Source: an optimization exercise on an open RTL-to-GDS flow (aim: small area). Production flows keep margins and buffers that such runs may drop. Only simulation tests tie the RTL to the original design; equivalence was not proved. Power and IR drop assume default switching activity.

`design/flow/config.mk`:
```
export PLATFORM = sky130hd
export DESIGN_NAME = systolic_pe_array
export DESIGN_NICKNAME = systolic_pe_array
export VERILOG_FILES = /design/flow/design.v
export SDC_FILE = /design/flow/constraint.sdc
export NUM_CORES = 4
export LEC_CHECK = 0
export CAP_MARGIN = 20
export CORE_MARGIN = 2
export CORE_UTILIZATION = 40
export CTS_CLUSTER_DIAMETER = 120
export CTS_CLUSTER_SIZE = 22
export SLEW_MARGIN = 20
export SYNTH_HIERARCHICAL = 1
export SYNTH_MINIMUM_KEEP_SIZE = 0
```
`design/flow/constraint.sdc`:
```
create_clock -name core_clock -period 6.5 [get_ports {clk}]
set_input_delay 1.3000 -clock core_clock [delete_from_list [all_inputs] [get_ports {clk}]]
set_output_delay 1.3000 -clock core_clock [all_outputs]
set_load 0.01 [all_outputs]
```
`design/flow/design.v`:
```
module pe
#(
	parameter int WDLY = 0       
)
(
	input logic clk,
	input logic rst,
	input logic i_hit,
	input logic [7:0] i_load_data,
	input logic i_pop,
	input logic [7:0] i_left_data,
	input logic [23:0] i_sum,
	output logic [23:0] o_sum,
	output logic [2:0] o_pend
);
logic lp;
logic pp;
logic [7:0] b0;
logic [7:0] b1;
logic [7:0] wgt;
always_ff @(posedge clk) begin
	if (rst)
		lp <= 1'b0;
	else if (i_hit)
		lp <= ~lp;
end
always_ff @(posedge clk) begin
	if (rst)
		pp <= 1'b0;
	else if (i_pop)
		pp <= ~pp;
end
always_ff @(posedge clk) begin
	if (i_hit && !lp)
		b0 <= i_load_data;
	if (i_hit && lp)
		b1 <= i_load_data;
end
generate
	if (WDLY == 0) begin: gen_w0
		assign wgt = pp ? b1 : b0;
	end else begin: gen_wd
		logic [WDLY*8-1:0] wd;
		always_ff @(posedge clk)
			wd <= {wd, pp ? b1 : b0};
		assign wgt = wd[(WDLY-1)*8 +: 8];
	end
endgenerate
logic p1, s2, c2, p3, p4, s5, c5, s6, c6, p7, p8, s9, c9, p10, s11, c11, s12, c12, p13, p14, s15, c15, p16, p17, s18, c18, s19, c19, s20, c20, p21, p22, s23, c23, p24, p25, p26, s27, c27, s28, c28, s29, c29, s30, c30, p31, p32, s33, c33, p34, p35, p36, s37, c37, p38, s39, c39, s40, c40, s41, c41, s42, c42, p43, p44, s45, c45, p46, p47, p48, s49, c49, p50, p51, s52, c52, s53, c53, s54, c54, s55, c55, s56, c56, p57, p58, s59, c59, p60, p61, p62, s63, c63, p64, p65, p66, s67, c67, s68, c68, s69, c69, s70, c70, s71, c71, s72, c72, p73, p74, s75, c75, p76, p77, p78, s79, c79, p80, p81, s82, c82, s83, c83, s84, c84, s85, c85, s86, c86, s87, c87, p88, p89, s90, c90, p91, p92, p93, s94, c94, p95, s96, c96, s97, c97, s98, c98, s99, c99, s100, c100, p101, p102, s103, c103, p104, p105, p106, s107, c107, s108, c108, s109, c109, s110, c110, s111, c111, p112, p113, s114, c114, p115, p116, s117, c117, s118, c118, s119, c119, s120, c120, p121, p122, s123, c123, p124, s125, c125, s126, c126, s127, c127, p128, p129, s130, c130, s131, c131, s132, c132, p133, s134, c134, s135, c135, s136, c136;
nd2 u_1 (.a(i_left_data[0]), .b(wgt[0]), .y(p1));
xn2 u_2x (.a(i_sum[0]), .b(p1), .y(s2));
or2 u_2o (.a(i_sum[0]), .b(p1), .y(c2));
nd2 u_3 (.a(i_left_data[0]), .b(wgt[1]), .y(p3));
nd2 u_4 (.a(i_left_data[1]), .b(wgt[0]), .y(p4));
fa u_5 (.a(i_sum[1]), .b(p3), .c(p4), .s(s5), .co(c5));
xn2 u_6x (.a(c2), .b(s5), .y(s6));
or2 u_6o (.a(c2), .b(s5), .y(c6));
nd2 u_7 (.a(i_left_data[0]), .b(wgt[2]), .y(p7));
nd2 u_8 (.a(i_left_data[1]), .b(wgt[1]), .y(p8));
fa u_9 (.a(i_sum[2]), .b(p7), .c(p8), .s(s9), .co(c9));
nd2 u_10 (.a(i_left_data[2]), .b(wgt[0]), .y(p10));
fa u_11 (.a(p10), .b(c5), .c(s9), .s(s11), .co(c11));
xn2 u_12x (.a(c6), .b(s11), .y(s12));
or2 u_12o (.a(c6), .b(s11), .y(c12));
nd2 u_13 (.a(i_left_data[0]), .b(wgt[3]), .y(p13));
nd2 u_14 (.a(i_left_data[1]), .b(wgt[2]), .y(p14));
fa u_15 (.a(i_sum[3]), .b(p13), .c(p14), .s(s15), .co(c15));
nd2 u_16 (.a(i_left_data[2]), .b(wgt[1]), .y(p16));
nd2 u_17 (.a(i_left_data[3]), .b(wgt[0]), .y(p17));
fa u_18 (.a(p16), .b(p17), .c(c9), .s(s18), .co(c18));
fa u_19 (.a(s15), .b(c11), .c(s18), .s(s19), .co(c19));
xn2 u_20x (.a(c12), .b(s19), .y(s20));
or2 u_20o (.a(c12), .b(s19), .y(c20));
nd2 u_21 (.a(i_left_data[0]), .b(wgt[4]), .y(p21));
nd2 u_22 (.a(i_left_data[1]), .b(wgt[3]), .y(p22));
fa u_23 (.a(i_sum[4]), .b(p21), .c(p22), .s(s23), .co(c23));
nd2 u_24 (.a(i_left_data[2]), .b(wgt[2]), .y(p24));
nd2 u_25 (.a(i_left_data[3]), .b(wgt[1]), .y(p25));
nd2 u_26 (.a(i_left_data[4]), .b(wgt[0]), .y(p26));
fa u_27 (.a(p24), .b(p25), .c(p26), .s(s27), .co(c27));
fa u_28 (.a(c15), .b(s23), .c(s27), .s(s28), .co(c28));
fa u_29 (.a(c18), .b(s28), .c(c19), .s(s29), .co(c29));
xn2 u_30x (.a(c20), .b(s29), .y(s30));
or2 u_30o (.a(c20), .b(s29), .y(c30));
nd2 u_31 (.a(i_left_data[0]), .b(wgt[5]), .y(p31));
nd2 u_32 (.a(i_left_data[1]), .b(wgt[4]), .y(p32));
fa u_33 (.a(i_sum[5]), .b(p31), .c(p32), .s(s33), .co(c33));
nd2 u_34 (.a(i_left_data[2]), .b(wgt[3]), .y(p34));
nd2 u_35 (.a(i_left_data[3]), .b(wgt[2]), .y(p35));
nd2 u_36 (.a(i_left_data[4]), .b(wgt[1]), .y(p36));
fa u_37 (.a(p34), .b(p35), .c(p36), .s(s37), .co(c37));
nd2 u_38 (.a(i_left_data[5]), .b(wgt[0]), .y(p38));
fa u_39 (.a(p38), .b(c23), .c(c27), .s(s39), .co(c39));
fa u_40 (.a(s33), .b(s37), .c(c28), .s(s40), .co(c40));
fa u_41 (.a(s39), .b(s40), .c(c29), .s(s41), .co(c41));
xn2 u_42x (.a(c30), .b(s41), .y(s42));
or2 u_42o (.a(c30), .b(s41), .y(c42));
nd2 u_43 (.a(i_left_data[0]), .b(wgt[6]), .y(p43));
nd2 u_44 (.a(i_left_data[1]), .b(wgt[5]), .y(p44));
fa u_45 (.a(i_sum[6]), .b(p43), .c(p44), .s(s45), .co(c45));
nd2 u_46 (.a(i_left_data[2]), .b(wgt[4]), .y(p46));
nd2 u_47 (.a(i_left_data[3]), .b(wgt[3]), .y(p47));
nd2 u_48 (.a(i_left_data[4]), .b(wgt[2]), .y(p48));
fa u_49 (.a(p46), .b(p47), .c(p48), .s(s49), .co(c49));
nd2 u_50 (.a(i_left_data[5]), .b(wgt[1]), .y(p50));
nd2 u_51 (.a(i_left_data[6]), .b(wgt[0]), .y(p51));
fa u_52 (.a(p50), .b(p51), .c(c33), .s(s52), .co(c52));
fa u_53 (.a(c37), .b(s45), .c(s49), .s(s53), .co(c53));
fa u_54 (.a(c39), .b(s52), .c(s53), .s(s54), .co(c54));
fa u_55 (.a(c40), .b(s54), .c(c41), .s(s55), .co(c55));
xn2 u_56x (.a(c42), .b(s55), .y(s56));
or2 u_56o (.a(c42), .b(s55), .y(c56));
nd2 u_57 (.a(i_left_data[0]), .b(wgt[7]), .y(p57));
nd2 u_58 (.a(i_left_data[1]), .b(wgt[6]), .y(p58));
fa u_59 (.a(i_sum[7]), .b(p57), .c(p58), .s(s59), .co(c59));
nd2 u_60 (.a(i_left_data[2]), .b(wgt[5]), .y(p60));
nd2 u_61 (.a(i_left_data[3]), .b(wgt[4]), .y(p61));
nd2 u_62 (.a(i_left_data[4]), .b(wgt[3]), .y(p62));
fa u_63 (.a(p60), .b(p61), .c(p62), .s(s63), .co(c63));
nd2 u_64 (.a(i_left_data[5]), .b(wgt[2]), .y(p64));
nd2 u_65 (.a(i_left_data[6]), .b(wgt[1]), .y(p65));
nd2 u_66 (.a(i_left_data[7]), .b(wgt[0]), .y(p66));
fa u_67 (.a(p64), .b(p65), .c(p66), .s(s67), .co(c67));
fa u_68 (.a(c45), .b(c49), .c(s59), .s(s68), .co(c68));
fa u_69 (.a(s63), .b(s67), .c(c52), .s(s69), .co(c69));
fa u_70 (.a(c53), .b(s68), .c(s69), .s(s70), .co(c70));
fa u_71 (.a(c54), .b(s70), .c(c55), .s(s71), .co(c71));
xn2 u_72x (.a(c56), .b(s71), .y(s72));
or2 u_72o (.a(c56), .b(s71), .y(c72));
nd2 u_73 (.a(i_left_data[1]), .b(wgt[7]), .y(p73));
nd2 u_74 (.a(i_left_data[2]), .b(wgt[6]), .y(p74));
fa u_75 (.a(i_sum[8]), .b(p73), .c(p74), .s(s75), .co(c75));
nd2 u_76 (.a(i_left_data[3]), .b(wgt[5]), .y(p76));
nd2 u_77 (.a(i_left_data[4]), .b(wgt[4]), .y(p77));
nd2 u_78 (.a(i_left_data[5]), .b(wgt[3]), .y(p78));
fa u_79 (.a(p76), .b(p77), .c(p78), .s(s79), .co(c79));
nd2 u_80 (.a(i_left_data[6]), .b(wgt[2]), .y(p80));
nd2 u_81 (.a(i_left_data[7]), .b(wgt[1]), .y(p81));
fa u_82 (.a(p80), .b(p81), .c(c59), .s(s82), .co(c82));
fa u_83 (.a(c63), .b(c67), .c(s75), .s(s83), .co(c83));
fa u_84 (.a(s79), .b(c68), .c(s82), .s(s84), .co(c84));
fa u_85 (.a(s83), .b(c69), .c(s84), .s(s85), .co(c85));
fa u_86 (.a(c70), .b(s85), .c(c71), .s(s86), .co(c86));
xn2 u_87x (.a(c72), .b(s86), .y(s87));
or2 u_87o (.a(c72), .b(s86), .y(c87));
nd2 u_88 (.a(i_left_data[2]), .b(wgt[7]), .y(p88));
nd2 u_89 (.a(i_left_data[3]), .b(wgt[6]), .y(p89));
fa u_90 (.a(i_sum[9]), .b(p88), .c(p89), .s(s90), .co(c90));
nd2 u_91 (.a(i_left_data[4]), .b(wgt[5]), .y(p91));
nd2 u_92 (.a(i_left_data[5]), .b(wgt[4]), .y(p92));
nd2 u_93 (.a(i_left_data[6]), .b(wgt[3]), .y(p93));
fa u_94 (.a(p91), .b(p92), .c(p93), .s(s94), .co(c94));
nd2 u_95 (.a(i_left_data[7]), .b(wgt[2]), .y(p95));
fa u_96 (.a(p95), .b(c75), .c(c79), .s(s96), .co(c96));
fa u_97 (.a(s90), .b(s94), .c(c82), .s(s97), .co(c97));
fa u_98 (.a(c83), .b(s96), .c(c84), .s(s98), .co(c98));
fa u_99 (.a(s97), .b(s98), .c(c85), .s(s99), .co(c99));
fa u_100 (.a(s99), .b(c86), .c(c87), .s(s100), .co(c100));
nd2 u_101 (.a(i_left_data[3]), .b(wgt[7]), .y(p101));
nd2 u_102 (.a(i_left_data[4]), .b(wgt[6]), .y(p102));
fa u_103 (.a(i_sum[10]), .b(p101), .c(p102), .s(s103), .co(c103));
nd2 u_104 (.a(i_left_data[5]), .b(wgt[5]), .y(p104));
nd2 u_105 (.a(i_left_data[6]), .b(wgt[4]), .y(p105));
nd2 u_106 (.a(i_left_data[7]), .b(wgt[3]), .y(p106));
fa u_107 (.a(p104), .b(p105), .c(p106), .s(s107), .co(c107));
fa u_108 (.a(c90), .b(c94), .c(s103), .s(s108), .co(c108));
fa u_109 (.a(s107), .b(c96), .c(s108), .s(s109), .co(c109));
fa u_110 (.a(c97), .b(s109), .c(c98), .s(s110), .co(c110));
xn2 u_111x (.a(s110), .b(c99), .y(s111));
or2 u_111o (.a(s110), .b(c99), .y(c111));
nd2 u_112 (.a(i_left_data[4]), .b(wgt[7]), .y(p112));
nd2 u_113 (.a(i_left_data[5]), .b(wgt[6]), .y(p113));
fa u_114 (.a(i_sum[11]), .b(p112), .c(p113), .s(s114), .co(c114));
nd2 u_115 (.a(i_left_data[6]), .b(wgt[5]), .y(p115));
nd2 u_116 (.a(i_left_data[7]), .b(wgt[4]), .y(p116));
fa u_117 (.a(p115), .b(p116), .c(c103), .s(s117), .co(c117));
fa u_118 (.a(c107), .b(s114), .c(c108), .s(s118), .co(c118));
fa u_119 (.a(s117), .b(c109), .c(s118), .s(s119), .co(c119));
xn2 u_120x (.a(s119), .b(c110), .y(s120));
or2 u_120o (.a(s119), .b(c110), .y(c120));
nd2 u_121 (.a(i_left_data[5]), .b(wgt[7]), .y(p121));
nd2 u_122 (.a(i_left_data[6]), .b(wgt[6]), .y(p122));
fa u_123 (.a(i_sum[12]), .b(p121), .c(p122), .s(s123), .co(c123));
nd2 u_124 (.a(i_left_data[7]), .b(wgt[5]), .y(p124));
fa u_125 (.a(p124), .b(c114), .c(s123), .s(s125), .co(c125));
fa u_126 (.a(c117), .b(s125), .c(c118), .s(s126), .co(c126));
fa u_127 (.a(s126), .b(c119), .c(c120), .s(s127), .co(c127));
nd2 u_128 (.a(i_left_data[6]), .b(wgt[7]), .y(p128));
nd2 u_129 (.a(i_left_data[7]), .b(wgt[6]), .y(p129));
fa u_130 (.a(i_sum[13]), .b(p128), .c(p129), .s(s130), .co(c130));
fa u_131 (.a(c123), .b(s130), .c(c125), .s(s131), .co(c131));
fa u_132 (.a(s131), .b(c126), .c(c127), .s(s132), .co(c132));
nd2 u_133 (.a(i_left_data[7]), .b(wgt[7]), .y(p133));
fa u_134 (.a(i_sum[14]), .b(p133), .c(c130), .s(s134), .co(c134));
fa u_135 (.a(s134), .b(c131), .c(c132), .s(s135), .co(c135));
fa u_136 (.a(i_sum[15]), .b(c134), .c(c135), .s(s136), .co(c136));
assign o_sum[0] = s2;
assign o_sum[1] = s6;
assign o_sum[2] = s12;
assign o_sum[3] = s20;
assign o_sum[4] = s30;
assign o_sum[5] = s42;
assign o_sum[6] = s56;
assign o_sum[7] = s72;
assign o_sum[8] = s87;
assign o_sum[9] = s100;
assign o_sum[10] = s111;
assign o_sum[11] = s120;
assign o_sum[12] = s127;
assign o_sum[13] = s132;
assign o_sum[14] = s135;
assign o_sum[15] = s136;
assign o_sum[23:16] = i_sum[23:16];
assign o_pend[0] = c100;    
assign o_pend[1] = c111;    
assign o_pend[2] = c136;    
endmodule
module pe_fix
(
	input logic [23:0] i_sum,
	input logic [2:0] i_pend,
	output logic [23:0] o_sum
);
logic s1, c1, s2, c2, s3, c3, s4, c4, s5, c5, s6, c6, s7, c7, s8, c8, s9, c9, s10, c10, s11, c11, s12, c12, s13, c13, s14, c14;
xn2 u_1x (.a(i_sum[10]), .b(i_pend[0]), .y(s1));
or2 u_1o (.a(i_sum[10]), .b(i_pend[0]), .y(c1));
fa u_2 (.a(i_sum[11]), .b(i_pend[1]), .c(c1), .s(s2), .co(c2));
xn2 u_3x (.a(i_sum[12]), .b(c2), .y(s3));
or2 u_3o (.a(i_sum[12]), .b(c2), .y(c3));
xn2 u_4x (.a(i_sum[13]), .b(c3), .y(s4));
or2 u_4o (.a(i_sum[13]), .b(c3), .y(c4));
xn2 u_5x (.a(i_sum[14]), .b(c4), .y(s5));
or2 u_5o (.a(i_sum[14]), .b(c4), .y(c5));
xn2 u_6x (.a(i_sum[15]), .b(c5), .y(s6));
or2 u_6o (.a(i_sum[15]), .b(c5), .y(c6));
fa u_7 (.a(i_sum[16]), .b(i_pend[2]), .c(c6), .s(s7), .co(c7));
xn2 u_8x (.a(i_sum[17]), .b(c7), .y(s8));
or2 u_8o (.a(i_sum[17]), .b(c7), .y(c8));
xn2 u_9x (.a(i_sum[18]), .b(c8), .y(s9));
or2 u_9o (.a(i_sum[18]), .b(c8), .y(c9));
xn2 u_10x (.a(i_sum[19]), .b(c9), .y(s10));
or2 u_10o (.a(i_sum[19]), .b(c9), .y(c10));
xn2 u_11x (.a(i_sum[20]), .b(c10), .y(s11));
or2 u_11o (.a(i_sum[20]), .b(c10), .y(c11));
xn2 u_12x (.a(i_sum[21]), .b(c11), .y(s12));
or2 u_12o (.a(i_sum[21]), .b(c11), .y(c12));
xn2 u_13x (.a(i_sum[22]), .b(c12), .y(s13));
or2 u_13o (.a(i_sum[22]), .b(c12), .y(c13));
xn2 u_14x (.a(i_sum[23]), .b(c13), .y(s14));
or2 u_14o (.a(i_sum[23]), .b(c13), .y(c14));
assign o_sum[9:0] = i_sum[9:0];
assign o_sum[10] = s1;
assign o_sum[11] = s2;
assign o_sum[12] = s3;
assign o_sum[13] = s4;
assign o_sum[14] = s5;
assign o_sum[15] = s6;
assign o_sum[16] = s7;
assign o_sum[17] = s8;
assign o_sum[18] = s9;
assign o_sum[19] = s10;
assign o_sum[20] = s11;
assign o_sum[21] = s12;
assign o_sum[22] = s13;
assign o_sum[23] = s14;
endmodule
module pe_top
#(
	parameter int WDLY = 0       
)
(
	input logic clk,
	input logic rst,
	input logic i_hit,
	input logic [7:0] i_load_data,
	input logic i_pop,
	input logic [7:0] i_left_data,
	input logic [23:0] i_sum,
	output logic [23:0] o_sum,
	output logic [3:0] o_pend
);
logic lp;
logic pp;
logic [7:0] b0;
logic [7:0] b1;
logic [7:0] wgt;
always_ff @(posedge clk) begin
	if (rst)
		lp <= 1'b0;
	else if (i_hit)
		lp <= ~lp;
end
always_ff @(posedge clk) begin
	if (rst)
		pp <= 1'b0;
	else if (i_pop)
		pp <= ~pp;
end
always_ff @(posedge clk) begin
	if (i_hit && !lp)
		b0 <= i_load_data;
	if (i_hit && lp)
		b1 <= i_load_data;
end
generate
	if (WDLY == 0) begin: gen_w0
		assign wgt = pp ? b1 : b0;
	end else begin: gen_wd
		logic [WDLY*8-1:0] wd;
		always_ff @(posedge clk)
			wd <= {wd, pp ? b1 : b0};
		assign wgt = wd[(WDLY-1)*8 +: 8];
	end
endgenerate
logic p1, s2, c2, p3, p4, s5, c5, s6, c6, p7, p8, p9, s10, c10, s11, c11, s12, c12, p13, p14, p15, s16, c16, p17, s18, c18, s19, c19, s20, c20, p21, p22, p23, s24, c24, p25, p26, s27, c27, s28, c28, s29, c29, s30, c30, p31, p32, p33, s34, c34, p35, p36, p37, s38, c38, s39, c39, s40, c40, s41, c41, p42, p43, p44, s45, c45, p46, p47, p48, s49, c49, p50, s51, c51, s52, c52, s53, c53, s54, c54, p55, p56, p57, s58, c58, p59, p60, p61, s62, c62, p63, p64, s65, c65, s66, c66, s67, c67, s68, c68, s69, c69, p70, p71, p72, s73, c73, p74, p75, p76, s77, c77, p78, s79, c79, s80, c80, s81, c81, s82, c82, s83, c83, p84, p85, p86, s87, c87, p88, p89, p90, s91, c91, s92, c92, s93, c93, s94, c94, s95, c95, s96, c96, p97, p98, p99, s100, c100, p101, p102, s103, c103, s104, c104, s105, c105, s106, c106, s107, c107, p108, p109, p110, s111, c111, p112, s113, c113, s114, c114, s115, c115, s116, c116, p117, p118, p119, s120, c120, s121, c121, s122, c122, s123, c123, p124, p125, s126, c126, s127, c127, s128, c128, p129, s130, c130, s131, c131, s132, c132;
nd2 u_1 (.a(i_left_data[0]), .b(wgt[0]), .y(p1));
xn2 u_2x (.a(p1), .b(i_sum[0]), .y(s2));
or2 u_2o (.a(p1), .b(i_sum[0]), .y(c2));
nd2 u_3 (.a(i_left_data[0]), .b(wgt[1]), .y(p3));
nd2 u_4 (.a(i_left_data[1]), .b(wgt[0]), .y(p4));
fa u_5 (.a(p3), .b(p4), .c(i_sum[1]), .s(s5), .co(c5));
xn2 u_6x (.a(c2), .b(s5), .y(s6));
or2 u_6o (.a(c2), .b(s5), .y(c6));
nd2 u_7 (.a(i_left_data[0]), .b(wgt[2]), .y(p7));
nd2 u_8 (.a(i_left_data[1]), .b(wgt[1]), .y(p8));
nd2 u_9 (.a(i_left_data[2]), .b(wgt[0]), .y(p9));
fa u_10 (.a(p7), .b(p8), .c(p9), .s(s10), .co(c10));
fa u_11 (.a(s10), .b(i_sum[2]), .c(c5), .s(s11), .co(c11));
xn2 u_12x (.a(c6), .b(s11), .y(s12));
or2 u_12o (.a(c6), .b(s11), .y(c12));
nd2 u_13 (.a(i_left_data[0]), .b(wgt[3]), .y(p13));
nd2 u_14 (.a(i_left_data[1]), .b(wgt[2]), .y(p14));
nd2 u_15 (.a(i_left_data[2]), .b(wgt[1]), .y(p15));
fa u_16 (.a(p13), .b(p14), .c(p15), .s(s16), .co(c16));
nd2 u_17 (.a(i_left_data[3]), .b(wgt[0]), .y(p17));
fa u_18 (.a(p17), .b(c10), .c(s16), .s(s18), .co(c18));
fa u_19 (.a(i_sum[3]), .b(s18), .c(c11), .s(s19), .co(c19));
xn2 u_20x (.a(c12), .b(s19), .y(s20));
or2 u_20o (.a(c12), .b(s19), .y(c20));
nd2 u_21 (.a(i_left_data[0]), .b(wgt[4]), .y(p21));
nd2 u_22 (.a(i_left_data[1]), .b(wgt[3]), .y(p22));
nd2 u_23 (.a(i_left_data[2]), .b(wgt[2]), .y(p23));
fa u_24 (.a(p21), .b(p22), .c(p23), .s(s24), .co(c24));
nd2 u_25 (.a(i_left_data[3]), .b(wgt[1]), .y(p25));
nd2 u_26 (.a(i_left_data[4]), .b(wgt[0]), .y(p26));
fa u_27 (.a(p25), .b(p26), .c(c16), .s(s27), .co(c27));
fa u_28 (.a(s24), .b(i_sum[4]), .c(c18), .s(s28), .co(c28));
fa u_29 (.a(s27), .b(s28), .c(c19), .s(s29), .co(c29));
xn2 u_30x (.a(c20), .b(s29), .y(s30));
or2 u_30o (.a(c20), .b(s29), .y(c30));
nd2 u_31 (.a(i_left_data[0]), .b(wgt[5]), .y(p31));
nd2 u_32 (.a(i_left_data[1]), .b(wgt[4]), .y(p32));
nd2 u_33 (.a(i_left_data[2]), .b(wgt[3]), .y(p33));
fa u_34 (.a(p31), .b(p32), .c(p33), .s(s34), .co(c34));
nd2 u_35 (.a(i_left_data[3]), .b(wgt[2]), .y(p35));
nd2 u_36 (.a(i_left_data[4]), .b(wgt[1]), .y(p36));
nd2 u_37 (.a(i_left_data[5]), .b(wgt[0]), .y(p37));
fa u_38 (.a(p35), .b(p36), .c(p37), .s(s38), .co(c38));
fa u_39 (.a(c24), .b(s34), .c(s38), .s(s39), .co(c39));
fa u_40 (.a(i_sum[5]), .b(c27), .c(s39), .s(s40), .co(c40));
fa u_41 (.a(c28), .b(s40), .c(c29), .s(s41), .co(c41));
nd2 u_42 (.a(i_left_data[0]), .b(wgt[6]), .y(p42));
nd2 u_43 (.a(i_left_data[1]), .b(wgt[5]), .y(p43));
nd2 u_44 (.a(i_left_data[2]), .b(wgt[4]), .y(p44));
fa u_45 (.a(p42), .b(p43), .c(p44), .s(s45), .co(c45));
nd2 u_46 (.a(i_left_data[3]), .b(wgt[3]), .y(p46));
nd2 u_47 (.a(i_left_data[4]), .b(wgt[2]), .y(p47));
nd2 u_48 (.a(i_left_data[5]), .b(wgt[1]), .y(p48));
fa u_49 (.a(p46), .b(p47), .c(p48), .s(s49), .co(c49));
nd2 u_50 (.a(i_left_data[6]), .b(wgt[0]), .y(p50));
fa u_51 (.a(p50), .b(c34), .c(c38), .s(s51), .co(c51));
fa u_52 (.a(s45), .b(s49), .c(i_sum[6]), .s(s52), .co(c52));
fa u_53 (.a(c39), .b(s51), .c(s52), .s(s53), .co(c53));
xn2 u_54x (.a(c40), .b(s53), .y(s54));
or2 u_54o (.a(c40), .b(s53), .y(c54));
nd2 u_55 (.a(i_left_data[0]), .b(wgt[7]), .y(p55));
nd2 u_56 (.a(i_left_data[1]), .b(wgt[6]), .y(p56));
nd2 u_57 (.a(i_left_data[2]), .b(wgt[5]), .y(p57));
fa u_58 (.a(p55), .b(p56), .c(p57), .s(s58), .co(c58));
nd2 u_59 (.a(i_left_data[3]), .b(wgt[4]), .y(p59));
nd2 u_60 (.a(i_left_data[4]), .b(wgt[3]), .y(p60));
nd2 u_61 (.a(i_left_data[5]), .b(wgt[2]), .y(p61));
fa u_62 (.a(p59), .b(p60), .c(p61), .s(s62), .co(c62));
nd2 u_63 (.a(i_left_data[6]), .b(wgt[1]), .y(p63));
nd2 u_64 (.a(i_left_data[7]), .b(wgt[0]), .y(p64));
fa u_65 (.a(p63), .b(p64), .c(c45), .s(s65), .co(c65));
fa u_66 (.a(c49), .b(s58), .c(s62), .s(s66), .co(c66));
fa u_67 (.a(i_sum[7]), .b(c51), .c(s65), .s(s67), .co(c67));
fa u_68 (.a(s66), .b(c52), .c(s67), .s(s68), .co(c68));
fa u_69 (.a(c53), .b(s68), .c(c54), .s(s69), .co(c69));
nd2 u_70 (.a(i_left_data[1]), .b(wgt[7]), .y(p70));
nd2 u_71 (.a(i_left_data[2]), .b(wgt[6]), .y(p71));
nd2 u_72 (.a(i_left_data[3]), .b(wgt[5]), .y(p72));
fa u_73 (.a(p70), .b(p71), .c(p72), .s(s73), .co(c73));
nd2 u_74 (.a(i_left_data[4]), .b(wgt[4]), .y(p74));
nd2 u_75 (.a(i_left_data[5]), .b(wgt[3]), .y(p75));
nd2 u_76 (.a(i_left_data[6]), .b(wgt[2]), .y(p76));
fa u_77 (.a(p74), .b(p75), .c(p76), .s(s77), .co(c77));
nd2 u_78 (.a(i_left_data[7]), .b(wgt[1]), .y(p78));
fa u_79 (.a(p78), .b(c58), .c(c62), .s(s79), .co(c79));
fa u_80 (.a(s73), .b(s77), .c(i_sum[8]), .s(s80), .co(c80));
fa u_81 (.a(c65), .b(c66), .c(s79), .s(s81), .co(c81));
fa u_82 (.a(c67), .b(s80), .c(s81), .s(s82), .co(c82));
fa u_83 (.a(c68), .b(s82), .c(c69), .s(s83), .co(c83));
nd2 u_84 (.a(i_left_data[2]), .b(wgt[7]), .y(p84));
nd2 u_85 (.a(i_left_data[3]), .b(wgt[6]), .y(p85));
nd2 u_86 (.a(i_left_data[4]), .b(wgt[5]), .y(p86));
fa u_87 (.a(p84), .b(p85), .c(p86), .s(s87), .co(c87));
nd2 u_88 (.a(i_left_data[5]), .b(wgt[4]), .y(p88));
nd2 u_89 (.a(i_left_data[6]), .b(wgt[3]), .y(p89));
nd2 u_90 (.a(i_left_data[7]), .b(wgt[2]), .y(p90));
fa u_91 (.a(p88), .b(p89), .c(p90), .s(s91), .co(c91));
fa u_92 (.a(c73), .b(c77), .c(s87), .s(s92), .co(c92));
fa u_93 (.a(s91), .b(i_sum[9]), .c(c79), .s(s93), .co(c93));
fa u_94 (.a(s92), .b(c80), .c(c81), .s(s94), .co(c94));
fa u_95 (.a(s93), .b(s94), .c(c82), .s(s95), .co(c95));
xn2 u_96x (.a(s95), .b(c83), .y(s96));
or2 u_96o (.a(s95), .b(c83), .y(c96));
nd2 u_97 (.a(i_left_data[3]), .b(wgt[7]), .y(p97));
nd2 u_98 (.a(i_left_data[4]), .b(wgt[6]), .y(p98));
nd2 u_99 (.a(i_left_data[5]), .b(wgt[5]), .y(p99));
fa u_100 (.a(p97), .b(p98), .c(p99), .s(s100), .co(c100));
nd2 u_101 (.a(i_left_data[6]), .b(wgt[4]), .y(p101));
nd2 u_102 (.a(i_left_data[7]), .b(wgt[3]), .y(p102));
fa u_103 (.a(p101), .b(p102), .c(c87), .s(s103), .co(c103));
fa u_104 (.a(c91), .b(s100), .c(i_sum[10]), .s(s104), .co(c104));
fa u_105 (.a(c92), .b(s103), .c(c93), .s(s105), .co(c105));
fa u_106 (.a(s104), .b(c94), .c(s105), .s(s106), .co(c106));
fa u_107 (.a(s106), .b(c95), .c(c96), .s(s107), .co(c107));
nd2 u_108 (.a(i_left_data[4]), .b(wgt[7]), .y(p108));
nd2 u_109 (.a(i_left_data[5]), .b(wgt[6]), .y(p109));
nd2 u_110 (.a(i_left_data[6]), .b(wgt[5]), .y(p110));
fa u_111 (.a(p108), .b(p109), .c(p110), .s(s111), .co(c111));
nd2 u_112 (.a(i_left_data[7]), .b(wgt[4]), .y(p112));
fa u_113 (.a(p112), .b(c100), .c(s111), .s(s113), .co(c113));
fa u_114 (.a(i_sum[11]), .b(c103), .c(s113), .s(s114), .co(c114));
fa u_115 (.a(c104), .b(s114), .c(c105), .s(s115), .co(c115));
xn2 u_116x (.a(c106), .b(s115), .y(s116));
or2 u_116o (.a(c106), .b(s115), .y(c116));
nd2 u_117 (.a(i_left_data[5]), .b(wgt[7]), .y(p117));
nd2 u_118 (.a(i_left_data[6]), .b(wgt[6]), .y(p118));
nd2 u_119 (.a(i_left_data[7]), .b(wgt[5]), .y(p119));
fa u_120 (.a(p117), .b(p118), .c(p119), .s(s120), .co(c120));
fa u_121 (.a(c111), .b(s120), .c(i_sum[12]), .s(s121), .co(c121));
fa u_122 (.a(c113), .b(s121), .c(c114), .s(s122), .co(c122));
fa u_123 (.a(s122), .b(c115), .c(c116), .s(s123), .co(c123));
nd2 u_124 (.a(i_left_data[6]), .b(wgt[7]), .y(p124));
nd2 u_125 (.a(i_left_data[7]), .b(wgt[6]), .y(p125));
fa u_126 (.a(p124), .b(p125), .c(c120), .s(s126), .co(c126));
fa u_127 (.a(i_sum[13]), .b(s126), .c(c121), .s(s127), .co(c127));
fa u_128 (.a(s127), .b(c122), .c(c123), .s(s128), .co(c128));
nd2 u_129 (.a(i_left_data[7]), .b(wgt[7]), .y(p129));
fa u_130 (.a(p129), .b(i_sum[14]), .c(c126), .s(s130), .co(c130));
fa u_131 (.a(s130), .b(c127), .c(c128), .s(s131), .co(c131));
fa u_132 (.a(i_sum[15]), .b(c130), .c(c131), .s(s132), .co(c132));
assign o_sum[0] = s2;
assign o_sum[1] = s6;
assign o_sum[2] = s12;
assign o_sum[3] = s20;
assign o_sum[4] = s30;
assign o_sum[5] = s41;
assign o_sum[6] = s54;
assign o_sum[7] = s69;
assign o_sum[8] = s83;
assign o_sum[9] = s96;
assign o_sum[10] = s107;
assign o_sum[11] = s116;
assign o_sum[12] = s123;
assign o_sum[13] = s128;
assign o_sum[14] = s131;
assign o_sum[15] = s132;
assign o_sum[23:16] = i_sum[23:16];
assign o_pend[0] = c30;    
assign o_pend[1] = c41;    
assign o_pend[2] = c107;    
assign o_pend[3] = c132;    
endmodule
module pe_top_fix
(
	input logic [23:0] i_sum,
	input logic [3:0] i_pend,
	output logic [23:0] o_sum
);
logic s1, c1, s2, c2, s3, c3, s4, c4, s5, c5, s6, c6, s7, c7, s8, c8, s9, c9, s10, c10, s11, c11, s12, c12, s13, c13, s14, c14, s15, c15, s16, c16, s17, c17, s18, c18, s19, c19;
xn2 u_1x (.a(i_sum[5]), .b(i_pend[0]), .y(s1));
or2 u_1o (.a(i_sum[5]), .b(i_pend[0]), .y(c1));
fa u_2 (.a(i_sum[6]), .b(i_pend[1]), .c(c1), .s(s2), .co(c2));
xn2 u_3x (.a(i_sum[7]), .b(c2), .y(s3));
or2 u_3o (.a(i_sum[7]), .b(c2), .y(c3));
xn2 u_4x (.a(i_sum[8]), .b(c3), .y(s4));
or2 u_4o (.a(i_sum[8]), .b(c3), .y(c4));
xn2 u_5x (.a(i_sum[9]), .b(c4), .y(s5));
or2 u_5o (.a(i_sum[9]), .b(c4), .y(c5));
xn2 u_6x (.a(i_sum[10]), .b(c5), .y(s6));
or2 u_6o (.a(i_sum[10]), .b(c5), .y(c6));
fa u_7 (.a(i_sum[11]), .b(i_pend[2]), .c(c6), .s(s7), .co(c7));
xn2 u_8x (.a(i_sum[12]), .b(c7), .y(s8));
or2 u_8o (.a(i_sum[12]), .b(c7), .y(c8));
xn2 u_9x (.a(i_sum[13]), .b(c8), .y(s9));
or2 u_9o (.a(i_sum[13]), .b(c8), .y(c9));
xn2 u_10x (.a(i_sum[14]), .b(c9), .y(s10));
or2 u_10o (.a(i_sum[14]), .b(c9), .y(c10));
xn2 u_11x (.a(i_sum[15]), .b(c10), .y(s11));
or2 u_11o (.a(i_sum[15]), .b(c10), .y(c11));
fa u_12 (.a(i_sum[16]), .b(i_pend[3]), .c(c11), .s(s12), .co(c12));
xn2 u_13x (.a(i_sum[17]), .b(c12), .y(s13));
or2 u_13o (.a(i_sum[17]), .b(c12), .y(c13));
xn2 u_14x (.a(i_sum[18]), .b(c13), .y(s14));
or2 u_14o (.a(i_sum[18]), .b(c13), .y(c14));
xn2 u_15x (.a(i_sum[19]), .b(c14), .y(s15));
or2 u_15o (.a(i_sum[19]), .b(c14), .y(c15));
xn2 u_16x (.a(i_sum[20]), .b(c15), .y(s16));
or2 u_16o (.a(i_sum[20]), .b(c15), .y(c16));
xn2 u_17x (.a(i_sum[21]), .b(c16), .y(s17));
or2 u_17o (.a(i_sum[21]), .b(c16), .y(c17));
xn2 u_18x (.a(i_sum[22]), .b(c17), .y(s18));
or2 u_18o (.a(i_sum[22]), .b(c17), .y(c18));
xn2 u_19x (.a(i_sum[23]), .b(c18), .y(s19));
or2 u_19o (.a(i_sum[23]), .b(c18), .y(c19));
assign o_sum[4:0] = i_sum[4:0];
assign o_sum[5] = s1;
assign o_sum[6] = s2;
assign o_sum[7] = s3;
assign o_sum[8] = s4;
assign o_sum[9] = s5;
assign o_sum[10] = s6;
assign o_sum[11] = s7;
assign o_sum[12] = s8;
assign o_sum[13] = s9;
assign o_sum[14] = s10;
assign o_sum[15] = s11;
assign o_sum[16] = s12;
assign o_sum[17] = s13;
assign o_sum[18] = s14;
assign o_sum[19] = s15;
assign o_sum[20] = s16;
assign o_sum[21] = s17;
assign o_sum[22] = s18;
assign o_sum[23] = s19;
endmodule
module nd2 (input logic a, input logic b, output logic y);
assign y = ~(a & b);
endmodule
module xn2 (input logic a, input logic b, output logic y);
assign y = ~(a ^ b);
endmodule
module or2 (input logic a, input logic b, output logic y);
assign y = a | b;
endmodule
module fa (input logic a, input logic b, input logic c, output logic s, output logic co);
assign {co, s} = a + b + c;
endmodule
module systolic_pe_array
#(
	parameter int PE_ARRAY_W = 8,
	parameter int PE_ARRAY_H = 8,
	parameter int IN_DATA_WIDTH = 8,
	parameter int OUT_DATA_WIDTH = 24
)
(
	input logic clk,
	input logic rst,
	input logic [PE_ARRAY_W-1:0] i_load_vld,
	input logic [PE_ARRAY_W*$clog2(PE_ARRAY_H)-1:0] i_load_id,
	input logic [PE_ARRAY_W*IN_DATA_WIDTH-1:0] i_load_data,
	input logic [PE_ARRAY_W-1:0] i_pop_vld,
	input logic [PE_ARRAY_W*OUT_DATA_WIDTH-1:0] i_up_data,
	input logic [PE_ARRAY_H*IN_DATA_WIDTH-1:0] i_left_data,
	output logic [PE_ARRAY_W*OUT_DATA_WIDTH-1:0] o_down_data
);
localparam int IDW = $clog2(PE_ARRAY_H);
localparam int W = PE_ARRAY_W;
localparam int H = PE_ARRAY_H;
localparam int DW = IN_DATA_WIDTH;
localparam int SW = OUT_DATA_WIDTH;
localparam int NS = 4*H;         
localparam int PN = 3;           
localparam int CW = $clog2(H+1);  
localparam int NP_TOP = 4;       
localparam int NP_MID = 3;       
logic rst_d1, rst_d2;
always_ff @(posedge clk) begin
	rst_d1 <= rst;
	rst_d2 <= rst_d1;
end
logic [H*W*DW-1:0] sr;
generate
	for (genvar i = 0; i < H; i++) begin: gen_row
		localparam int NSR = (i == 0) ? W : W - 2;
		always_ff @(posedge clk) begin
			sr[i*W*DW +: DW] <= i_left_data[i*DW +: DW];
			sr[i*W*DW+DW +: (NSR-1)*DW] <= sr[i*W*DW +: (NSR-1)*DW];
		end
		if (NSR < W) begin: gen_unused
			assign sr[i*W*DW+NSR*DW +: (W-NSR)*DW] = '0;
		end
	end
endgenerate
generate
	for (genvar j = 0; j < W; j++) begin: gen_col
		localparam int DL = (j < 2) ? 2 - j : 0;    
		logic [H*CW-1:0] code;
		logic [H*DW-1:0] data;
		logic [H-1:0] hit;
		logic [H-1:0] pop;
		logic rst_c;
		logic [NS*SW-1:0] ps;
		logic [H*SW-1:0] sum;
		logic [H*SW-1:0] fix;
		if (DL == 2) begin: gen_dl2
			logic vld_d1, vld_d2, pop_d1, pop_d2;
			logic [IDW-1:0] id_d1, id_d2;
			logic [DW-1:0] data_d1, data_d2;
			always_ff @(posedge clk) begin
				vld_d1 <= i_load_vld[j];
				vld_d2 <= vld_d1;
				id_d1 <= i_load_id[j*IDW +: IDW];
				id_d2 <= id_d1;
				data_d1 <= i_load_data[j*DW +: DW];
				data_d2 <= data_d1;
				pop_d1 <= i_pop_vld[j];
				pop_d2 <= pop_d1;
			end
			assign code[0 +: CW] = vld_d2 ? CW'(id_d2) + 1'b1 : '0;
			assign data[0 +: DW] = data_d2;
			assign pop[0] = pop_d2;
			assign rst_c = rst_d2;
		end else if (DL == 1) begin: gen_dl1
			logic vld_d1, pop_d1;
			logic [IDW-1:0] id_d1;
			logic [DW-1:0] data_d1;
			always_ff @(posedge clk) begin
				vld_d1 <= i_load_vld[j];
				id_d1 <= i_load_id[j*IDW +: IDW];
				data_d1 <= i_load_data[j*DW +: DW];
				pop_d1 <= i_pop_vld[j];
			end
			assign code[0 +: CW] = vld_d1 ? CW'(id_d1) + 1'b1 : '0;
			assign data[0 +: DW] = data_d1;
			assign pop[0] = pop_d1;
			assign rst_c = rst_d1;
		end else begin: gen_dl0
			assign code[0 +: CW] = i_load_vld[j] ? CW'(i_load_id[j*IDW +: IDW]) + 1'b1 : '0;
			assign data[0 +: DW] = i_load_data[j*DW +: DW];
			assign pop[0] = i_pop_vld[j];
			assign rst_c = rst;
		end
		for (genvar r = 0; r < H; r++) begin: gen_pe
			localparam int CWR = (r == 0) ? CW : $clog2(H - r + 1);
			localparam int OFS = (r == 0) ? 0 : DL - 2;
			assign hit[r] = code[r*CW +: CW] == 1;
			if (r > 0) begin: gen_stage
				logic [PN-2:0] pv;
				logic [CWR-1:0] cr;
				always_ff @(posedge clk) begin
					if (rst_c || code[(r-1)*CW +: CW] < 2)
						cr <= '0;
					else
						cr <= CWR'(code[(r-1)*CW +: CW] - 1'b1);
					data[r*DW +: DW] <= data[(r-1)*DW +: DW];
					if (rst_c) begin
						pv <= '0;
						pop[r] <= 1'b0;
					end else begin
						pv <= {pv, pop[r-1]};
						pop[r] <= pv[PN-2];
					end
				end
				assign code[r*CW +: CW] = CW'(cr);
			end
			if (r == 0) begin: gen_top
				logic [NP_TOP-1:0] pend, pend_r;
				pe_top #(.WDLY(2 - DL)) u_pe (
					.clk(clk),
					.rst(rst_c),
					.i_hit(hit[r]),
					.i_load_data(data[r*DW +: DW]),
					.i_pop(pop[r]),
					.i_left_data(sr[(r*W+j)*DW +: DW]),
					.i_sum(~i_up_data[j*SW +: SW]),
					.o_sum(sum[r*SW +: SW]),
					.o_pend(pend)
				);
				pe_top_fix u_fix (
					.i_sum(ps[(4*r+OFS)*SW +: SW]),
					.i_pend(pend_r),
					.o_sum(fix[r*SW +: SW])
				);
				always_ff @(posedge clk)
					pend_r <= pend;
			end else begin: gen_mid
				logic [NP_MID-1:0] pend, pend_r;
				pe u_pe (
					.clk(clk),
					.rst(rst_c),
					.i_hit(hit[r]),
					.i_load_data(data[r*DW +: DW]),
					.i_pop(pop[r]),
					.i_left_data(sr[(r*W+j+DL-2)*DW +: DW]),
					.i_sum(ps[(4*r+OFS-1)*SW +: SW]),
					.o_sum(sum[r*SW +: SW]),
					.o_pend(pend)
				);
				pe_fix u_fix (
					.i_sum(ps[(4*r+OFS)*SW +: SW]),
					.i_pend(pend_r),
					.o_sum(fix[r*SW +: SW])
				);
				always_ff @(posedge clk)
					pend_r <= pend;
			end
			always_ff @(posedge clk) begin
				ps[(4*r+OFS)*SW +: SW] <= sum[r*SW +: SW];
				ps[(4*r+OFS+1)*SW +: SW] <= fix[r*SW +: SW];
			end
		end
		for (genvar k = 2; k < NS; k++) begin: gen_delay
			if (!((k - DL + 2) % 4 == 0 && k - DL + 2 <= 4*(H-1)) && !((k - DL + 1) % 4 == 0 && k - DL + 1 <= 4*(H-1))) begin: gen_d
				always_ff @(posedge clk)
					ps[k*SW +: SW] <= ps[(k-1)*SW +: SW];
			end
		end
		assign o_down_data[j*SW +: SW] = ~ps[(NS-1)*SW +: SW];
	end
endgenerate
endmodule
```
`design/flow/run.sh`:
```
#!/bin/bash
# synth_recipe.tcl (not shown) runs the flow's synth.tcl, then flattens the netlist and writes it again
# the make line also repeats each setting of config.mk as NAME=value (left out here)
make -C /OpenROAD-flow-scripts/flow DESIGN_CONFIG=/design/flow/config.mk WORK_HOME=/design/flow/orfs CLKGATE_MAP_FILE= SYNTH_SCRIPT=/design/flow/synth_recipe.tcl finish
```
==> notes.md, run 1 <==
- Final std cells w/o fill: 34700
- # IOs: 554
- Synth Instances: 25100
- Fill cell count: 79000
- Ranking of synthesized cells by area: dfxtp_1 45%, fa_1 23%, edfxtp_1 8.9%
- Vias in the first global route: 158000
- H-tree levels: 5
- Data arrival time of the critical path: 6860 ps
- Post-CTS setup buffer count: 0
- Chip height: 934 um
- Syn Std Cell Area: 0.346 mm2
- CP endpoint kind: flip-flop
- Critical path required time: 7440 ps
- Worst setup path startpoint: gen_col[3].gen_pe[0].gen_top.pend_r[0]$_DFF_P_
- Relative slew margins: 0.202
- Number of vias per cell: 4.19
- Max-capacitance violation count: 0
- RSZ-0062 raised after global routing: false
- Met1 Usage GRT: 0.200
- GPL Wtd Cong: 0.823
- RR Startpoint: gen_col[3].gen_pe[0].gen_top.pend_r[0]$_DFF_P_
- Fraction of layout cells with a size suffix above 1: 0.0490
- #FFs+latches synth: 8793
- Total routed wirelength: 575000 um
- DR iter-0 viols: 7913
- Fin Clk Skew: 63.9 ps
- Cell row count: 341
- Setup TNS: 0 ps
- Crit share post-route: 0.911
- Remaining global-route overflow: 0
- Critical path class: reg -> reg
- DR pass1 iterations: 6
- Clk buf depth: 4
- Clock Latency Late Sink: 1090 ps
- Post-Place Cells: 33900
- Slew Viols, Final: 0
- Commonest cells after routing, fill and taps aside: 7764 x dfxtp_1, 4121 x nand2_1, 4032 x fa_1
- Tmin final: 5920 ps
- Ys Warns: 18
- Slew @ Worst Pin: 1200 ps
- Startpoint types: flip-flop
- Yosys top cell by area: dfxtp_1
- Port bufs: 553
- Largest net degree at the start of global routing: 66
- VDD IR-drop max: 265 uV
- Vias: 145000
- R2R setup slack: 580 ps
- Routing usage on met2: 0.196
- Netlist cell types: 36
- Initial core utilization: 0.401
- Worst-path clk slew: 90 ps
- Register area share after synthesis: 0.539
- Status: timing/DRC/antenna clean
- P&R area growth vs syn: 2.35%
- Root buffer cell: clkbuf_16
- Post-route design area: 0.354 mm2
- Hold Crit Start: gen_col[6].ps[725]$_DFF_P_
- Die ar.: 0.872 mm2
- Setup violators final: 0
- Overall Power: 166 mW
- Antenna-violating nets left: 0
- Hpwl dp: 449000 um
- Max FO, Critical Path: 2
- Clock Sinks: 8793
- Post_cts resized: 0
- Pwr Density: 468 mW/mm2
- CORE AREA: 0.862 mm2
- PnR worst setup slack: 579 ps
- CTS tree: built
- Syn_nets: 29600
- GR Util All Layers: 0.131
- Initial antenna violation count: 69
- Num CTS Buffers: 445
- Met3 Use GR: 0.0209
- Worst slack at placement: 596 ps
- Hold_buf cts: 0
- Die Wd: 934 um
- Post-Syn Area per Cell: 13.8 um2
- Commonest non-fill, non-tap cell in the layout: dfxtp_1
- Final nets: 27400
- DP Area: 0.341 mm2
- Global routing's busiest layer: met1
- DRC Markers: 0
- Synth top area share: 0.450
- First-pass GRT wire length: 911000 um
- Worst hold path type: reg -> reg
- WL/cell: 16.6 um
- FMAX: 169 MHz
- Final Hold Viols: 0
- Leakage: 129 nW
## area by class of cell
cell class              count  area (um2)  area share
multi-input cells       12500      132000       0.374
well taps               11500       14400      0.0406
clock buffers             646       12000      0.0339
diodes                     69         173    0.000488
flip-flops and latches   8793      186000       0.527
clock inverters            38         682     0.00193
inverters                 467        1750     0.00496
repair buffers            652        6300      0.0178
## flip-flops by register name, summed over array words and instances, names as in the netlist, 32 cells and up
name / flops
gen_col.data: 448
gen_col.gen_pe.gen_mid.pend_r: 168
gen_col.gen_pe.gen_mid.u_pe.b0: 448
gen_col.gen_pe.gen_mid.u_pe.b1: 448
gen_col.gen_pe.gen_mid.u_pe.lp: 56
gen_col.gen_pe.gen_mid.u_pe.pp: 56
gen_col.gen_pe.gen_stage.cr: 136
gen_col.gen_pe.gen_stage.pv: 112
gen_col.gen_pe.gen_top.pend_r: 32
gen_col.gen_pe.gen_top.u_pe.b0: 64
gen_col.gen_pe.gen_top.u_pe.b1: 64
gen_col.gen_pe.gen_top.u_pe.gen_wd.wd: 104
gen_col.pop: 56
gen_col.ps: 6144
sr: 400
## path summary, 6_finish.rpt
check,to,cells after the start
max reg2reg,gen_col[3].ps[47]$_DFF_P_,19
max,gen_col[3].ps[47]$_DFF_P_,19
min reg2reg,gen_col[6].ps[749]$_DFF_P_,0
min,gen_col[6].ps[749]$_DFF_P_,0
## cells in the mapped netlist, drive strengths merged
| cell type | instances |
|---|---|
| dfxtp | 7769 |
| nand2 | 4121 |
| fa | 4032 |
| buf | 3354 |
| xnor2 | 1619 |
| or2 | 1416 |
| edfxtp | 1024 |
| mux2 | 526 |
| inv | 467 |
| nor2b | 284 |
| nor2 | 210 |
| ha | 86 |
| and2 | 79 |
| o21bai | 32 |
| a21oi | 20 |
| nor3b | 17 |
| nand2b | 16 |
| nor3 | 13 |
| clkbuf | 10 |
| nand3b | 10 |
| o21ai | 7 |
| a2111oi | 4 |
| a21boi | 4 |
| xor2 | 4 |
| a211oi | 3 |
| a31o | 3 |
| o311a | 2 |
| nand3 | 1 |
| nor4b | 1 |
| o211a | 1 |
| o211ai | 1 |
## critical path, cell delays in order, from the launching register on
cell and delay, ps:
dfxtp_1 320, or2_1 240, fa_1 400, or2_1 260
or2_1 250, or2_1 260, or2_1 240, fa_1 410
or2_1 270, or2_1 250, or2_1 260, or2_1 250
fa_1 620, or2_1 340, or2_1 260, or2_1 260
or2_1 250, or2_1 250, or2_1 240, xnor2_1 130
## report_power, final
group	switching, mW	internal [mW]
clock	16.7	13.0
combinational	25.4	27.9
sequential	7.70	74.9
## routing by layer
metal,wire (um),vias to the layer above
met2,237000,3221
met3,28100,800
li1,-,69500
met1,295000,71700
met4,14300,30
met5,203,-
## metrics by stage
stage | util | hold slack [ps]
global placement | 0.396 | 310
global route | 0.410 | 290
CTS | 0.410 | 286
finish | 0.410 | 296
detailed placement | 0.396 | 312
floorplan | - | 310
## modules after synthesis (local to each module, per instance), excerpt
| module | cells inside | times used | flip-flops and latches | cell area, um2 |
|---|---|---|---|---|
| pe | 60 | 56 | 18 | 892 |
| systolic_pe_array | 8624 | 1 | 7537 | 157000 |
| pe_top_fix | 24 | 8 | 0 | 180 |
| pe_fix | 24 | 56 | 0 | 180 |
| or2 | 1 | 1416 | 0 | 6.26 |
| nd2 | 1 | 4096 | 0 | 3.75 |
| xn2 | 1 | 1480 | 0 | 8.76 |
| fa | 1 | 4032 | 0 | 20.0 |
## logic make-up (layout without fill, tap and decap cells)
| logic type | after synthesis | count (layout) | synth area share |
|---|---|---|---|
| AND/OR/NAND/NOR | 6168 | 6168 | 0.0804 |
| AO/OA/AOI/OAI | 77 | 77 | 0.00160 |
| other | 0 | 69 | 0 |
| XOR/XNOR | 1623 | 1623 | 0.0411 |
| adder cells (fa/ha/maj) | 4118 | 4118 | 0.237 |
| flip-flops | 8793 | 8793 | 0.539 |
| buffers and inverters | 3831 | 1803 | 0.0786 |
| multiplexers | 526 | 526 | 0.0227 |
==> run 2, diff against run 1 <==
==> design/flow/flow/run.sh (new file) <==
#!/bin/bash
# Standard layout (the standard.sh, unchanged synthesis) with two changes:
# the port buffers are buf_1 cells, and CTS inserts no dummy loads.
set -euo pipefail
export BUFFER_PORTS_ARGS="-buffer_cell sky130_fd_sc_hd__buf_1"
export CTS_ARGS="-sink_clustering_enable -repair_clock_nets -dont_use_dummy_load -sink_clustering_size 22 -sink_clustering_max_diameter 120"
bash standard.sh > standard_flow.log 2>&1
==> design/flow/standard.sh (new file) <==
#!/bin/bash
# synth_recipe.tcl (not shown) runs the flow's synth.tcl, then flattens the netlist and writes it again
# the make line also repeats each setting of config.mk as NAME=value (left out here)
make -C /OpenROAD-flow-scripts/flow DESIGN_CONFIG=/design/flow/config.mk WORK_HOME=/design/flow/orfs CLKGATE_MAP_FILE= SYNTH_SCRIPT=/design/flow/synth_recipe.tcl "${@:-finish}"
removed: design/flow/run.sh
==> run 2 against run 1 <==
  * Still clean
  * First-iteration DRC count about the same
  * Hold slack got worse by 61 ps
  * Clock power shrank 6%
  * Largest cell class unchanged
  * Clock skew is 84 ps higher
  * Area after synthesis is the same
  * Sequential power is essentially flat
  * Global-route usage is 0.053 points lower
==> notes.md, run 2 <==
- Worst reg2reg path endpoint: gen_col[3].ps[47]$_DFF_P_
- CP endpoint kind: flip-flop
- Post-route design area: 0.349 mm2 (-1.4%)
- Final worst hold slack: 235 ps (-61.0 ps)
- RR Startpoint: gen_col[3].gen_pe[0].gen_top.pend_r[0]$_DFF_P_
- Post_cts resized: 0 (unchanged)
- # IOs: 554 (unchanged)
- Slowest cell on the critical path: fa_1
- Setup TNS: 0 ps (unchanged)
- Initial core utilization: 0.401 (unchanged)
- Pwr Density: 468 mW/mm2 (about the same)
- Worst setup path startpoint: gen_col[3].gen_pe[0].gen_top.pend_r[0]$_DFF_P_
- Die ar.: 0.872 mm2 (unchanged)
- Worst-path clk slew: 90 ps (about the same)
- Slew @ Worst Pin: 1130 ps (-61.3 ps)
- First-pass GRT wire length: 907000 um (-0.45%)
- Status: timing/DRC/antenna clean
- DR iter-0 viols: 7918 (+0.063%)
- Ys async rst share: 0 (unchanged)
- Max-capacitance violation count: 0 (unchanged)
- Reg2Reg Depth: 19 (unchanged)
- DRC Markers: 0 (unchanged)
- Worst slack at placement: 610 ps (+14.3 ps)
- Worst path cell trace: or2_1 > fa_1 > or2_1 > or2_1 > or2_1 > or2_1 > fa_1 > or2_1 > or2_1 > or2_1 > or2_1 > fa_1 > or2_1 > or2_1 > or2_1 > or2_1 > or2_1 > or2_1 > xnor2_1
- VDD IR-drop max: 273 uV (+3.0%)
- Initial antenna violation count: 80 (+16%)
- Main synth FF type: dfxtp_1
- PnR worst setup slack: 653 ps (+74.5 ps)
- Syn Std Cell Area: 0.346 mm2 (unchanged)
- CP most frequent cell: or2_1
- DP Area: 0.337 mm2 (-1.0%)
- Worst hold path type: reg -> reg
- Critical path class: reg -> reg
- GPL Wtd Cong: 0.820 (-0.38%)
- RSZ-0062 raised after global routing: false
- Register area share after synthesis: 0.539 (unchanged)
- Synth top area share: 0.450 (unchanged)
- P&R area growth vs syn: 0.892%
- Data arrival time of the critical path: 6770 ps (-90 ps)
- Setup violators final: 0 (unchanged)
- Number of vias per cell: 4.21 (+0.40%)
- Final nets: 27300 (-0.011%)
- Netlist cell types: 36 (unchanged)
- Num CTS Buffers: 444 (-0.22%)
- Hpwl dp: 448000 um (-0.12%)
- Remaining global-route overflow: 0 (unchanged)
- H-tree levels: 5 (unchanged)
- Cell row count: 341 (unchanged)
- Root buffer cell: clkbuf_16
- Hold_buf cts: 0 (unchanged)
- Leakage: 127 nW (-1.6%)
- Critical path required time: 7420 ps (-20 ps)
- GR Util All Layers: 0.131 (-0.000533)
- Largest net degree at the start of global routing: 97 (+47%)
- Slew Viols, Final: 0 (unchanged)
- Die Wd: 934 um (unchanged)
- Antenna-violating nets left: 0 (unchanged)
- Crit share post-route: 0.900 (-0.0115)
- Fraction of layout cells with a size suffix above 1: 0.0475 (-0.00158)
- Vias in the first global route: 158000 (-0.58%)
- Fill cell count: 79200 (+0.23%)
- Final Hold Viols: 0 (unchanged)
- Port bufs: 553 (unchanged)
- Commonest non-fill, non-tap cell in the layout: dfxtp_1
- Ys Warns: 18 (unchanged)
- Max stage delay on crit path: 600 ps (-20 ps)
- Post-Syn Area per Cell: 13.8 um2 (unchanged)
- Clk buf depth: 4 (unchanged)
- Worst Hold End: gen_col[7].gen_pe[0].gen_top.u_pe.gen_wd.wd[13]$_DFF_P_
- Post-CTS setup buffer count: 0 (unchanged)
- Ranking of synthesized cells by area: dfxtp_1 45%, fa_1 23%, edfxtp_1 8.9%
- WL/cell: 16.6 um (+0.40%)
- Fin Clk Skew: 148 ps (+84.4 ps)
- Largest register FFs: 6144 (unchanged)
- FMAX: 171 MHz (+1.3%)
- Hold Crit Start: gen_col[7].gen_pe[0].gen_top.u_pe.gen_wd.wd[5]$_DFF_P_
- Clock Sinks: 8793 (unchanged)
- Number of synthesized flops with an enable pin: 1024 (unchanged)
- Syn_nets: 29600 (unchanged)
- CORE AREA: 0.862 mm2 (unchanged)
- Relative slew margins: 0.243 (+0.0409)
- #FFs+latches synth: 8793 (unchanged)
- Total routed wirelength: 573000 um (-0.31%)
- Tmin final: 5850 ps (-74.5 ps)
- Synth cell count leaders: 7769 x dfxtp_1, 4121 x nand2_1, 4032 x fa_1
- Vias: 145000 (-0.31%)
- Clock Latency Late Sink: 1060 ps (-30 ps)
- DR pass1 iterations: 6 (unchanged)
- R2R setup slack: 650 ps (+70 ps)
- Most numerous cell in the Yosys netlist: dfxtp_1
- Yosys top cell by area: dfxtp_1
- Max FO, Critical Path: 2 (unchanged)
- Commonest cells after routing, fill and taps aside: 7766 x dfxtp_1, 4121 x nand2_1, 4032 x fa_1
- Reg with most FFs: gen_col.ps
- Worst hold stages: 0 (unchanged)
- CTS tree: built
- Startpoint types: flip-flop
- Chip height: 934 um (unchanged)
- Synth Instances: 25100 (unchanged)
==> run 2: cell count changes in the layout (fill, tap and decap cells not counted), sizes merged <==
cell / change
clkdlybuf4s50: -552
buf: +549
clkbuf: -201
inv: -23
clkinv: -12
diode: -3
bufinv: -2
clkinvlp: -1
==> run 2: worst max path at each step <==
stage,cells after the start,endpoint,slack (ps)
2_1_floorplan,20,gen_col[0].ps[47]$_DFF_P_,1050
3_3_place_gp,19,gen_col[3].ps[47]$_DFF_P_,480
3_5_place_dp,19,gen_col[3].ps[47]$_DFF_P_,610
4_1_cts,19,gen_col[1].ps[47]$_DFF_P_,580
5_1_grt,19,gen_col[1].ps[47]$_DFF_P_,360
6_report,19,gen_col[3].ps[47]$_DFF_P_,650
==> run 2: layer usage <==
| metal | vias up | track usage | share of wire |
|---|---|---|---|
| met2 | 3149 | 0.195 | 0.41 |
| met1 | 71600 | 0.200 | 0.51 |
| met4 | 34 | 0.0351 | 0.028 |
| li1 | 69200 | - | - |
| met3 | 815 | 0.0171 | 0.045 |
| met5 | - | 0 | 0.00039 |
==> run 2: cell families after synthesis <==
| kind of cell | count (synthesis) | synth area share |
|---|---|---|
| DFF | 8793 | 0.539 |
| muxes | 526 | 0.0227 |
| xor gates and xnor gates | 1623 | 0.0411 |
| buffers and inverters | 3831 | 0.0786 |
| adders and majority gates | 4118 | 0.237 |
| and+or+nand+nor | 6168 | 0.0804 |
| AOI/OAI and AO/OA | 77 | 0.00160 |
==> run 2: per-stage QoR <==
step	util	instances	total power [mW]
global placement	0.392	33900	137
global route	0.405	34400	178
CTS	0.404	34400	167
detailed placement	0.392	33900	139
finish	0.405	34400	163
floorplan	-	25100	153
==> run 2: per-module statistics from Yosys, one instance, submodules excluded, excerpt <==
module	cells inside	cell area (um2)
systolic_pe_array	8624	157000
pe	60	892
pe_fix	24	180
pe_top_fix	24	180
fa	1	20.0
xn2	1	8.76
or2	1	6.26
nd2	1	3.75
==> run 2: final cells by class <==
class                   instances  area [um2]  share of cell area
flip-flops and latches       8793      186000               0.534
inverters                     467        1750             0.00503
diodes                         66         165            0.000474
clock buffers                 444       11100              0.0319
multi-input cells           12500      132000               0.379
well taps                   11500       14400              0.0412
repair buffers                650        2830             0.00812
==> run 2: where the power goes <==
part / leakage, nW / internal [mW] / switching (mW) / total [mW]
Clock: 5.47 / 12.1 / 16.0 / 28.0
Combinational: 46.5 / 27.1 / 25.5 / 52.6
Sequential: 74.6 / 74.9 / 7.68 / 82.6
Total: 127 / 114 / 49.2 / 163
==> run 2: critical path, delay by kind of cell (launching register included) <==
family | cells | cell delay, ps
adder cells (fa/ha/maj) | 3 | 1390
flip-flops | 1 | 320
XOR/XNOR | 1 | 130
AND/OR/NAND/NOR | 15 | 3860

-- re-timing with driven ports --
The flow's constraints put no driver on any port. The routed layouts listed below were extracted and timed again, unchanged, in two steps.
Step 1, drivers: a clkbuf_16 drives clk and a buf_2 each remaining input, both assumed.
Step 2 also shifts input and output timing later by t, the mid clock arrival at the registers, as if the neighbouring blocks saw the same clock.
Slacks: ideal ports / drivers / drivers and shift; pairs: ideal ports / drivers.
run	t, ns	setup WS [ns]	worst setup path after step 2	clock arrival spread, ns	worst register clock-pin slew, ns
run 1	1.171	0.579 / 0.579 / 0.579	register to register	0.111 / 0.111	0.10 / 0.10
run 2	1.132	0.653 / 0.653 / 0.653	register to register	0.191 / 0.192	0.10 / 0.10
After both steps every run listed still meets setup and hold.
